This is an optimization exercise on Yosys and OpenROAD, whose aim is small area and a short achievable clock period, not a production implementation.
At most, simulation tests tie the RTL to the original design; equivalence was not proved.
Power and IR drop assume default switching activity.

Design alu, start of the top module:
module alu(FPUCLK, RST, A, B, CTRL, OUT);
  input FPUCLK, RST;
  input [31:0] A, B;
  input [2:0] CTRL;
  output [31:0] OUT;
  ...
Settings: LEC_CHECK=0, CAP_MARGIN=20, CELL_PAD_IN_SITES_DETAIL_PLACEMENT=1, CORE_MARGIN=2, CORE_UTILIZATION=35, SETUP_SLACK_MARGIN=3.6, SLEW_MARGIN=20, TNS_END_PERCENT=5; clock period 7.0 ns.
standard.sh (not shown) runs the stock make flow with config.mk's settings and CLKGATE_MAP_FILE= SYNTH_SCRIPT=/design/flow/synth_recipe.tcl, a recipe that flattens the netlist after the stock synthesis.
==> flow/flow/run.sh <==
#!/bin/bash
set -euo pipefail
cd "$(dirname "$0")/.."
export BUFFER_PORTS_ARGS="-buffer_cell sky130_fd_sc_hd__buf_2"
export SYNTH_ARGS="-noabc"
bash standard.sh > standard_flow.log 2>&1
The starting point passed the timing, DRC and antenna checks.
Then changed:
--- a/flow/design.v
+++ b/flow/design.v
@@ -21,38 +21,38 @@
   wire sh_big = (sh > 8'd23) | sp_a | sp_b;
   wire swap = ~mul0 & sel_b;
   wire eff_sub = sa ^ sb ^ sub0;
   wire inf_s_add = a_inf ? sa : sb;
   wire [7:0] e_mul = ea + eb + 8'h81;
   wire s_mul = sa ^ sb;
   reg [22:0] ma, mb;        
   reg r1_swap, r1_mul, r1_sub, r1_shbig, r1_sa, r1_sb, r1_inf, r1_zero;
   reg [4:0] r1_sh;
   reg [7:0] r1_ea, r1_eb;
   always @(posedge FPUCLK) begin
-    ma <= swap ? fb : fa;    
-    mb <= swap ? fa : fb;
+    ma <= fa;
+    mb <= fb;
     r1_swap <= swap;
     r1_mul <= mul0;
     r1_sub <= ~mul0 & eff_sub;
     r1_shbig <= sh_big;
     r1_sh <= sh[4:0];
     r1_ea <= mul0 ? e_mul : ea;
     r1_eb <= eb;
     r1_sa <= mul0 ? s_mul : ((a_inf | b_inf) ? inf_s_add : sa);
     r1_sb <= (a_inf | b_inf) ? inf_s_add : (sp_b ? (sb | sub0) : (sb ^ sub0));
     r1_inf <= a_inf | b_inf;
     r1_zero <= mul0 & (a_zero | b_zero);
   end
-  wire [22:0] xa = ma;
-  wire [22:0] xb = mb;
+  wire [22:0] xa = r1_swap ? mb : ma;
+  wire [22:0] xb = r1_swap ? ma : mb;
   wire [23:0] big = {1'b1, xa};
   wire [23:0] sh0 = r1_shbig ? 24'd0 : {1'b1, xb};
   wire [23:0] sh1 = r1_sh[0] ? {1'b0, sh0[23:1]} : sh0;
   wire [23:0] sh2 = r1_sh[1] ? {2'b0, sh1[23:2]} : sh1;
   wire [23:0] sh3 = r1_sh[2] ? {4'b0, sh2[23:4]} : sh2;
   wire [23:0] sh4 = r1_sh[3] ? {8'b0, sh3[23:8]} : sh3;
   wire [23:0] sml = r1_sh[4] ? {16'b0, sh4[23:16]} : sh4;
   wire [23:0] smx = sml ^ {24{r1_sub}};
   assign s1 = mb[0] ^ (ma[22] & mb[1]) ^ (ma[21] & mb[2]);
   assign c2 = (mb[0] & (ma[22] & mb[1])) | (mb[0] & (ma[21] & mb[2])) | ((ma[22] & mb[1]) & (ma[21] & mb[2]));
   assign s3 = (ma[20] & mb[3]) ^ (ma[19] & mb[4]) ^ (ma[18] & mb[5]);
The changed run passed the timing, DRC and antenna checks.
Register-to-register slack improves by 290 ps.
Maximum frequency went up by 8.5%.
Via count went up by 3.8%.
Power went down by 22%.
Global-route usage went up by 1.8 points.
Hold slack is about the same.
Clock power hardly moves.
No functional check of the RTL was part of the first run of this note.


alu, a different RTL version from the one above (not shown whole).
For scale: ~2,100 cells after synthesis, about 0.020 mm² of cells after synthesis.
export LEC_CHECK = 0
export CAP_MARGIN = 20
export CELL_PAD_IN_SITES_DETAIL_PLACEMENT = 1
export CORE_MARGIN = 2
export CORE_UTILIZATION = 35
export SETUP_SLACK_MARGIN = 3.6
export SLEW_MARGIN = 20
export TNS_END_PERCENT = 5
create_clock -name core_clock -period 7.0 [get_ports {FPUCLK}]
Scripts as last shown in full above: flow/flow/run.sh
Next try:
--- a/flow/design.v
+++ b/flow/design.v
@@ -8,58 +8,54 @@
   wire sa = A[31], sb = B[31];
   wire [7:0] ea = A[30:23], eb = B[30:23];
   wire [22:0] fa = A[22:0], fb = B[22:0];
   wire a_inf = &ea, b_inf = &eb;
   wire a_zero = ~|A, b_zero = ~|B;
   wire [7:0] dab = ea - eb;
+  wire [7:0] dba = eb - ea;
   wire d_zero = (ea == eb);
   wire f_lt = (fa < fb);
   wire sp_b = a_zero;             
   wire sp_a = ~a_zero & b_zero;   
   wire sel_b = sp_b | (~sp_a & (dab[7] | (d_zero & f_lt)));
+  wire [7:0] sh = dab[7] ? dba : dab;
+  wire sh_big = (sh > 8'd23) | sp_a | sp_b;
   wire swap = ~mul0 & sel_b;
   wire eff_sub = sa ^ sb ^ sub0;
   wire inf_s_add = a_inf ? sa : sb;
   wire [7:0] e_mul = ea + eb + 8'h81;
   wire s_mul = sa ^ sb;
   reg [22:0] nma, nmb;      
-  reg r1_swap, r1_mul, r1_sub, r1_sa, r1_sb, r1_inf, r1_zero;
-  reg [7:0] r1_d;
-  reg r1_sp;
+  reg r1_swap, r1_mul, r1_sub, r1_shbig, r1_sa, r1_sb, r1_inf, r1_zero;
+  reg [4:0] r1_sh;
   reg [7:0] r1_ea, r1_eb;
   always @(posedge FPUCLK) begin
-    nma <= ~(swap ? fb : fa);    
-    nmb <= ~(swap ? fa : fb);
+    nma <= ~fa;
+    nmb <= ~fb;
     r1_swap <= swap;
     r1_mul <= mul0;
     r1_sub <= ~mul0 & eff_sub;
-    r1_d <= dab;
-    r1_sp <= sp_a | sp_b;
+    r1_shbig <= sh_big;
+    r1_sh <= sh[4:0];
     r1_ea <= mul0 ? e_mul : ea;
     r1_eb <= eb;
     r1_sa <= mul0 ? s_mul : ((a_inf | b_inf) ? inf_s_add : sa);
     r1_sb <= (a_inf | b_inf) ? inf_s_add : (sp_b ? (sb | sub0) : (sb ^ sub0));
     r1_inf <= a_inf | b_inf;
     r1_zero <= mul0 & (a_zero | b_zero);
   end
   wire [22:0] ma = ~nma, mb = ~nmb;
-  wire [22:0] xa = ma;
-  wire [22:0] xb = mb;
+  wire [22:0] xa = r1_swap ? mb : ma;
+  wire [22:0] xb = r1_swap ? ma : mb;
   wire [23:0] big = {1'b1, xa};
-  wire neg = r1_d[7];
-  wire [6:0] u = r1_d[6:0] ^ {7{neg}};
-  wire [4:0] r1_sh = u[4:0];
-  wire r1_shbig = (|u[6:5]) | (&u[4:3]) | (neg & (u[4:0] == 5'd23)) | r1_sp;
-  wire [23:0] sh0 = {1'b1, xb};
+  wire [23:0] sh0 = r1_shbig ? 24'd0 : {1'b1, xb};
   wire [23:0] sh1 = r1_sh[0] ? {1'b0, sh0[23:1]} : sh0;
   wire [23:0] sh2 = r1_sh[1] ? {2'b0, sh1[23:2]} : sh1;
   wire [23:0] sh3 = r1_sh[2] ? {4'b0, sh2[23:4]} : sh2;
   wire [23:0] sh4 = r1_sh[3] ? {8'b0, sh3[23:8]} : sh3;
-  wire [23:0] sh5 = r1_sh[4] ? {16'b0, sh4[23:16]} : sh4;
-  wire [23:0] sh6 = neg ? {1'b0, sh5[23:1]} : sh5;
-  wire [23:0] sml = r1_shbig ? 24'd0 : sh6;
+  wire [23:0] sml = r1_sh[4] ? {16'b0, sh4[23:16]} : sh4;
   wire [23:0] smx = sml ^ {24{r1_sub}};
   assign s1 = mb[0] ^ (ma[22] & mb[1]) ^ (ma[21] & mb[2]);
   assign c2 = (mb[0] & (ma[22] & mb[1])) | (mb[0] & (ma[21] & mb[2])) | ((ma[22] & mb[1]) & (ma[21] & mb[2]));
   assign s3 = (ma[20] & mb[3]) ^ (ma[19] & mb[4]) ^ (ma[18] & mb[5]);
   assign c4 = ((ma[20] & mb[3]) & (ma[19] & mb[4])) | ((ma[20] & mb[3]) & (ma[18] & mb[5])) | ((ma[19] & mb[4]) & (ma[18] & mb[5]));
   assign s5 = (ma[17] & mb[6]) ^ (ma[16] & mb[7]);
Hold slack improves by 11 ps.
Sequential power falls by 11%.
Worst setup slack gets better by 66 ps.
Core utilization climbs by 0.47 points.
Area after synthesis grows by 0.42%.
Count of clock-buffer cells in the layout decreases by 3.
No functional check of the RTL was part of any run of this note.

==> separate check: timing with driven ports <==
In the flow no input, the clock included, has a driving cell. The finished layouts below were timed again as built, in two steps.
Step 1 (the two cells are an assumption about what drives the block):
set clk [get_ports {FPUCLK}]
set_driving_cell -lib_cell sky130_fd_sc_hd__clkbuf_16 $clk
set_driving_cell -lib_cell sky130_fd_sc_hd__buf_2 [delete_from_list [all_inputs] $clk]
Step 2 moves the port delays by t, midway between the first and last clock arrival at a register: inputs arrive t later, outputs are due t later. That takes back most of the time a late clock gives input paths.
a / b / c = ideal ports / drivers / drivers and shift; a / b = the first two.
| run | t, ns | slack for setup (ns) | hold slack, ns |
|---|---|---|---|
| the first run of note 1 | 0.635 | 3.248 / 3.248 / 2.893 | 0.325 / 0.325 / 0.325 |
| the second run of note 1 | 0.617 | 3.541 / 3.541 / 2.983 | 0.322 / 0.322 / 0.322 |
| the first run of note 2 | 0.631 | 3.249 / 3.249 / 2.858 | 0.325 / 0.325 / 0.325 |
| the second run of note 2 | 0.613 | 3.315 / 3.315 / 2.858 | 0.336 / 0.336 / 0.336 |
After both steps every run listed still meets setup and hold. For the second run of note 1, which loses most, drivers alone change the setup slack by 0.000 ns; drivers and shift together by -0.558 ns.
